This is an optimization exercise on Yosys and OpenROAD, whose aim is small area and a short achievable clock period, not a production implementation.
RTL that was checked went through simulation tests only; none was proved equivalent to the original.
No activity file was given, so power comes from the tool's default toggle rates.

==> v25 <==
==> flow/design.v <==
module dpram (
    clK,
    wr_EN,
    wr_LO,
    wr_HI,
    wr_DATA,
    rd_LO,
    rd_HI,
    rd_DATA
    );
    parameter DATA = 16;
    parameter ADDR = 5;
    localparam DEPTH = 1 << ADDR;
    localparam GROUPS = DEPTH / 4;
    input  wire              clK;
    input  wire              wr_EN;
    input  wire [3:0]        wr_LO;
    input  wire [GROUPS-1:0] wr_HI;
    input  wire [DATA-1:0]   wr_DATA;
    input  wire [3:0]        rd_LO;
    input  wire [GROUPS-1:0] rd_HI;
    output reg  [DATA-1:0]   rd_DATA;
    reg  [DATA*DEPTH-1:0] Memory;
    wire [DATA*DEPTH-1:0] Memory_nxt;
    wire [DATA-1:0]       rd_mux;
    wire [DEPTH-1:0]      rd_SELn;      
    wire [GROUPS-1:0]     wr_grp;
    genvar r, b, g;
    generate
        for (g = 0; g < GROUPS; g = g + 1) begin : grp
            dpram_wgrp wgrp (
                .en(wr_EN),
                .sel(wr_HI[g]),
                .we(wr_grp[g])
                );
        end
        for (r = 0; r < DEPTH; r = r + 1) begin : row
            wire we   = wr_grp[r / 4] & wr_LO[r % 4];
            wire hold = ~we;
            assign rd_SELn[r] = ~(rd_LO[r % 4] & rd_HI[r / 4]);
            for (b = 0; b < DATA; b = b + 1) begin : bt
                dpram_wbit wbit (
                    .we(we),
                    .hold(hold),
                    .d(wr_DATA[b]),
                    .q(Memory[r*DATA + b]),
                    .nxt(Memory_nxt[r*DATA + b])
                    );
            end
        end
        for (b = 0; b < DATA; b = b + 1) begin : col
            wire [DEPTH-1:0] bits;
            for (r = 0; r < DEPTH; r = r + 1) begin : pick
                assign bits[r] = Memory[r*DATA + b];
            end
            dpram_rcol #(.DEPTH(DEPTH)) rcol (
                .bits(bits),
                .seln(rd_SELn),
                .y(rd_mux[b])
                );
        end
    endgenerate
    always @(posedge clK) begin
        Memory  <= Memory_nxt;
        rd_DATA <= rd_mux;
    end
endmodule
module dpram_wgrp (en, sel, we);
    input  wire en;
    input  wire sel;
    output wire we;
    assign we = en & sel;
endmodule
module dpram_wbit (we, hold, d, q, nxt);
    input  wire we;
    input  wire hold;
    input  wire d;
    input  wire q;
    output wire nxt;
    assign nxt = (d & we) | (q & hold);
endmodule
module dpram_rcol (bits, seln, y);
    parameter DEPTH = 32;
    input  wire [DEPTH-1:0] bits;
    input  wire [DEPTH-1:0] seln;
    output wire             y;
    assign y = &(bits | seln);
endmodule
module fifo (
    clK,
    fifo_WR,
    fifo_IN,
    fifo_RD,
    fifo_OUT,
    rsT,
    statuS
    );
    parameter DATA = 16;
    parameter ADDR = 5;
    localparam DEPTH = 1 << ADDR;
    localparam GROUPS = DEPTH / 4;
    input clK;
    input  wire              fifo_WR;
    input  wire [DATA-1:0]   fifo_IN;
    input  wire              fifo_RD;
    output wire [DATA-1:0]   fifo_OUT;
    input  wire              rsT;
    output wire [1:0]        statuS;
    reg         [3:0]        Write_Lo;
    reg         [GROUPS-1:0] Write_Hi;
    reg         [3:0]        Read_Lo;
    reg         [GROUPS-1:0] Read_Hi;
    reg         [1:0]        Diff;
    dpram #(.DATA(DATA), .ADDR(ADDR)) Fifomem (
        .clK(clK),
        .wr_EN(fifo_WR),
        .wr_LO(Write_Lo),
        .wr_HI(Write_Hi),
        .wr_DATA(fifo_IN),
        .rd_LO(Read_Lo),
        .rd_HI(Read_Hi),
        .rd_DATA(fifo_OUT)
        );
    assign statuS = Diff;
    always @(posedge clK) begin
        if (rsT) begin
            Write_Lo <= 4'b0001;
            Write_Hi <= {{(GROUPS-1){1'b0}}, 1'b1};
            Read_Lo  <= 4'b0001;
            Read_Hi  <= {{(GROUPS-1){1'b0}}, 1'b1};
            Diff     <= 0;
        end
        else begin
            if (fifo_WR) begin
                Write_Lo <= {Write_Lo[2:0], Write_Lo[3]};
                if (Write_Lo[3])
                    Write_Hi <= {Write_Hi[GROUPS-2:0], Write_Hi[GROUPS-1]};
            end
            if (fifo_RD) begin
                Read_Lo <= {Read_Lo[2:0], Read_Lo[3]};
                if (Read_Lo[3])
                    Read_Hi <= {Read_Hi[GROUPS-2:0], Read_Hi[GROUPS-1]};
            end
            if (fifo_WR & ~fifo_RD)
                Diff <= Diff + 1'b1;
            else if (fifo_RD & ~fifo_WR)
                Diff <= Diff - 1'b1;
        end
    end
endmodule
==> flow/run.sh <==
#!/bin/bash
# synth_recipe.tcl (not shown) runs the flow's synth.tcl, then flattens the netlist and writes it again
# the make line also repeats each setting of config.mk as NAME=value (left out here)
make -C /OpenROAD-flow-scripts/flow DESIGN_CONFIG=/design/flow/config.mk WORK_HOME=/design/flow/orfs CLKGATE_MAP_FILE= SYNTH_SCRIPT=/design/flow/synth_recipe.tcl finish
==> flow/config.mk <==
export PLATFORM = sky130hd
export DESIGN_NAME = fifo
export DESIGN_NICKNAME = fifo
export VERILOG_FILES = /design/flow/design.v
export SDC_FILE = /design/flow/constraint.sdc
export NUM_CORES = 4
export LEC_CHECK = 0
export CAP_MARGIN = 20
export CORE_MARGIN = 2
export CORE_UTILIZATION = 75
export CTS_CLUSTER_DIAMETER = 50
export CTS_CLUSTER_SIZE = 20
export SETUP_SLACK_MARGIN = 1.3
export SLEW_MARGIN = 20
export SYNTH_HIERARCHICAL = 1
==> flow/constraint.sdc <==
create_clock -name core_clock -period 3.0 [get_ports {clK}]
set_input_delay 0.6000 -clock core_clock [delete_from_list [all_inputs] [get_ports {clK}]]
set_output_delay 0.6000 -clock core_clock [all_outputs]
set_load 0.01 [all_outputs]
==> v31: changes against v25 <==
--- a/flow/design.v
+++ b/flow/design.v
@@ -24,18 +24,10 @@
     wire [DATA*DEPTH-1:0] Memory_nxt;
     wire [DATA-1:0]       rd_mux;
     wire [DEPTH-1:0]      rd_SELn;      
-    wire [GROUPS-1:0]     wr_grp;
-    genvar r, b, g;
+    genvar r, b;
     generate
-        for (g = 0; g < GROUPS; g = g + 1) begin : grp
-            dpram_wgrp wgrp (
-                .en(wr_EN),
-                .sel(wr_HI[g]),
-                .we(wr_grp[g])
-                );
-        end
         for (r = 0; r < DEPTH; r = r + 1) begin : row
-            wire we   = wr_grp[r / 4] & wr_LO[r % 4];
+            wire we   = wr_EN & wr_LO[r % 4] & wr_HI[r / 4];
             wire hold = ~we;
             assign rd_SELn[r] = ~(rd_LO[r % 4] & rd_HI[r / 4]);
             for (b = 0; b < DATA; b = b + 1) begin : bt
@@ -64,12 +56,6 @@
         Memory  <= Memory_nxt;
         rd_DATA <= rd_mux;
     end
-endmodule
-module dpram_wgrp (en, sel, we);
-    input  wire en;
-    input  wire sel;
-    output wire we;
-    assign we = en & sel;
 endmodule
 module dpram_wbit (we, hold, d, q, nxt);
     input  wire we;
- CTS_CLUSTER_DIAMETER: 50 -> not set
- CTS_CLUSTER_SIZE: 20 -> not set
==> summary.txt <==
outcome=finished clean; Seq/Total Area, Yosys=0.586; Final period util=0.577; drt wl/cell=29.0 um; Sw Pwr=3.51 mW; Synth top area share=0.586; Min-Delay Path Class=flop to flop; wl on met1=22300 um; Req. time, crit path=3480 ps; critical path cell sequence=nand2_4, o22ai_1, nor2_1, nand4_1, nor2_1; GPL Wtd Cong=0.959; fraction of area in registers=0.510; Post-synth top cells=dfxtp_1 (554), a22o_1 (512), o22ai_1 (256)
(the above is from v31)
==> summary.txt <==
outcome=finished clean; Synth top area share=0.587; drt wl/cell=28.3 um; Seq/Total Area, Yosys=0.587; Post-synth top cells=dfxtp_1 (554), a22o_1 (512), o22ai_1 (256); Final period util=0.593; GPL Wtd Cong=0.970; Req. time, crit path=3470 ps; critical path cell sequence=nand2_4, o22ai_1, nor2_2, nand4_1, nor2_1; wl on met1=22100 um
(the above is from v25)
No functional check of the RTL was part of v25.

---

==> run a: inputs <==
RTL: the design.v shown in full above, as it stands there.
Settings: LEC_CHECK=0, CAP_MARGIN=20, CORE_MARGIN=2, CORE_UTILIZATION=70, CTS_CLUSTER_DIAMETER=50, CTS_CLUSTER_SIZE=20, SETUP_SLACK_MARGIN=1.35, SLEW_MARGIN=20, SYNTH_HIERARCHICAL=1; clock period 3.0 ns.
run.sh (not shown) runs the stock make flow with config.mk's settings and CLKGATE_MAP_FILE= SYNTH_SCRIPT=/design/flow/synth_recipe.tcl, a recipe that flattens the netlist after the stock synthesis.
==> run b (differences from run a) <==
==> flow/design.v, changed modules only <==
module dpram (
    clK,
    wr_EN,
    wr_ADDR,
    wr_DATA,
    rd_SELn,
    rd_DATA
    );
    parameter DATA = 16;
    parameter ADDR = 5;
    localparam DEPTH = 1 << ADDR;
    input  wire              clK;
    input  wire              wr_EN;
    input  wire [ADDR-1:0]   wr_ADDR;
    input  wire [DATA-1:0]   wr_DATA;
    input  wire [DEPTH-1:0]  rd_SELn;
    output reg  [DATA-1:0]   rd_DATA;
    reg  [DATA*DEPTH-1:0] Memory;
    wire [DATA*DEPTH-1:0] Memory_nxt;
    wire [DATA-1:0]       rd_mux;
    genvar r, b;
    generate
        for (r = 0; r < DEPTH; r = r + 1) begin : row
            wire we = wr_EN & (wr_ADDR == r);
            for (b = 0; b < DATA; b = b + 1) begin : bt
                dpram_wbit wbit (
                    .we(we),
                    .hold(~we),
                    .d(wr_DATA[b]),
                    .q(Memory[r*DATA + b]),
                    .nxt(Memory_nxt[r*DATA + b])
                    );
            end
        end
        for (b = 0; b < DATA; b = b + 1) begin : col
            wire [DEPTH-1:0] bits;
            for (r = 0; r < DEPTH; r = r + 1) begin : pick
                assign bits[r] = Memory[r*DATA + b];
            end
            dpram_rcol #(.DEPTH(DEPTH)) rcol (
                .bits(bits),
                .seln(rd_SELn),
                .y(rd_mux[b])
                );
        end
    endgenerate
    always @(posedge clK) begin
        Memory  <= Memory_nxt;
        rd_DATA <= rd_mux;
    end
endmodule
module fifo (
    clK,
    fifo_WR,
    fifo_IN,
    fifo_RD,
    fifo_OUT,
    rsT,
    statuS
    );
    parameter DATA = 16;
    parameter ADDR = 5;
    localparam DEPTH = 1 << ADDR;
    input clK;
    input  wire              fifo_WR;
    input  wire [DATA-1:0]   fifo_IN;
    input  wire              fifo_RD;
    output wire [DATA-1:0]   fifo_OUT;
    input  wire              rsT;
    output wire [1:0]        statuS;
    reg         [ADDR-1:0]   Address_In;
    reg         [3:0]        Read_Lo;
    reg         [DEPTH/4-1:0] Read_Hi;
    reg         [1:0]        Diff;
    wire        [DEPTH-1:0]  read_sel_n;
    genvar r;
    generate
        for (r = 0; r < DEPTH; r = r + 1) begin : rsel
            assign read_sel_n[r] = ~(Read_Lo[r % 4] & Read_Hi[r / 4]);
        end
    endgenerate
    dpram #(.DATA(DATA), .ADDR(ADDR)) Fifomem (
        .clK(clK),
        .wr_EN(fifo_WR),
        .wr_ADDR(Address_In),
        .wr_DATA(fifo_IN),
        .rd_SELn(read_sel_n),
        .rd_DATA(fifo_OUT)
        );
    assign statuS = Diff;
    always @(posedge clK) begin
        if (rsT) begin
            Address_In <= 0;
            Read_Lo    <= 4'b0001;
            Read_Hi    <= {{(DEPTH/4-1){1'b0}}, 1'b1};
            Diff       <= 0;
        end
        else begin
            if (fifo_WR)
                Address_In <= Address_In + 1'b1;
            if (fifo_RD) begin
                Read_Lo <= {Read_Lo[2:0], Read_Lo[3]};
                if (Read_Lo[3])
                    Read_Hi <= {Read_Hi[DEPTH/4-2:0], Read_Hi[DEPTH/4-1]};
            end
            if (fifo_WR & ~fifo_RD)
                Diff <= Diff + 1'b1;
            else if (fifo_RD & ~fifo_WR)
                Diff <= Diff - 1'b1;
        end
    end
endmodule
// module dpram_wgrp removed
--- a/flow/config.mk
+++ b/flow/config.mk
@@ -7,9 +7,7 @@
 export LEC_CHECK = 0
 export CAP_MARGIN = 20
 export CORE_MARGIN = 2
-export CORE_UTILIZATION = 70
-export CTS_CLUSTER_DIAMETER = 50
-export CTS_CLUSTER_SIZE = 20
-export SETUP_SLACK_MARGIN = 1.35
+export CORE_UTILIZATION = 65
+export SETUP_SLACK_MARGIN = 1.3
 export SLEW_MARGIN = 20
 export SYNTH_HIERARCHICAL = 1
==> qor summary <==
Clk sinks: run a 554; run b 547
Fill cell total of the finished layout: run a 1623; run b 1807
Met1 wire length: run a 22400 µm; run b 23900 µm
Period Utilization, post-route: run a 57.0%; run b 59.1%
Total chip power: run a 14.2 mW; run b 15.6 mW
Max-slew headroom: run a 34.2%; run b 45.1%
Power dissipated in the clock network: run a 5.59 mW; run b 6.55 mW
Share of post-route cells with drive strength above 1: run a 12.8%; run b 16.4%
Number of sequential cells in the layout: run a 554; run b 547
Seq/Total Area, Yosys: run a 58.7%; run b 58.3%
Run status: run a finished clean; run b finished clean
Top-area cell type share of the netlist area: run a 58.7%; run b 58.3%
Critical path capture point: run a Fifomem.rd_DATA[5]; run b Fifomem.rd_DATA[0]
Gr usage total: run a 40.7%; run b 39.9%
Largest vdd supply drop: run a 0.695 mV; run b 0.601 mV
Layout buffer count excluding clock buffers: run a 102; run b 129
Multi-input gates: run a 1124; run b 1123
Function was not checked in any run of this note: the RTL went through the layout flow alone.

## afterwards: timing with drivers on the ports
The results above use ideal ports. As a check the final layouts listed here were re-extracted and re-timed, cells and wires unchanged. Step 1 sets driving cells, clkbuf_16 on the clock port and buf_2 on the other inputs (assumed; they add their load-dependent delay and slew). Step 2 adds t to the input delays and takes it off the output delays; t is the mean of the earliest and latest rising clock arrival at the registers after step 1. Input paths then give back, and output paths get back, about the clock's delay inside the block. a / b / c = ideal / step 1 / step 2; a / b = the first two.
run	shift t [ns]	setup WS [ns]	worst register clock-pin slew, ns
v25	0.602	1.222 / 1.222 / 0.886	0.08 / 0.08
v31	0.615	1.268 / 1.254 / 0.704	0.07 / 0.07
run a	0.593	1.290 / 1.290 / 0.934	0.08 / 0.08
run b	0.630	1.228 / 1.228 / 0.677	0.07 / 0.07
After both steps setup and hold are still met in every run listed. The setup slack of v31, which loses most, moves by -0.014 ns with the drivers and by -0.564 ns with both steps.
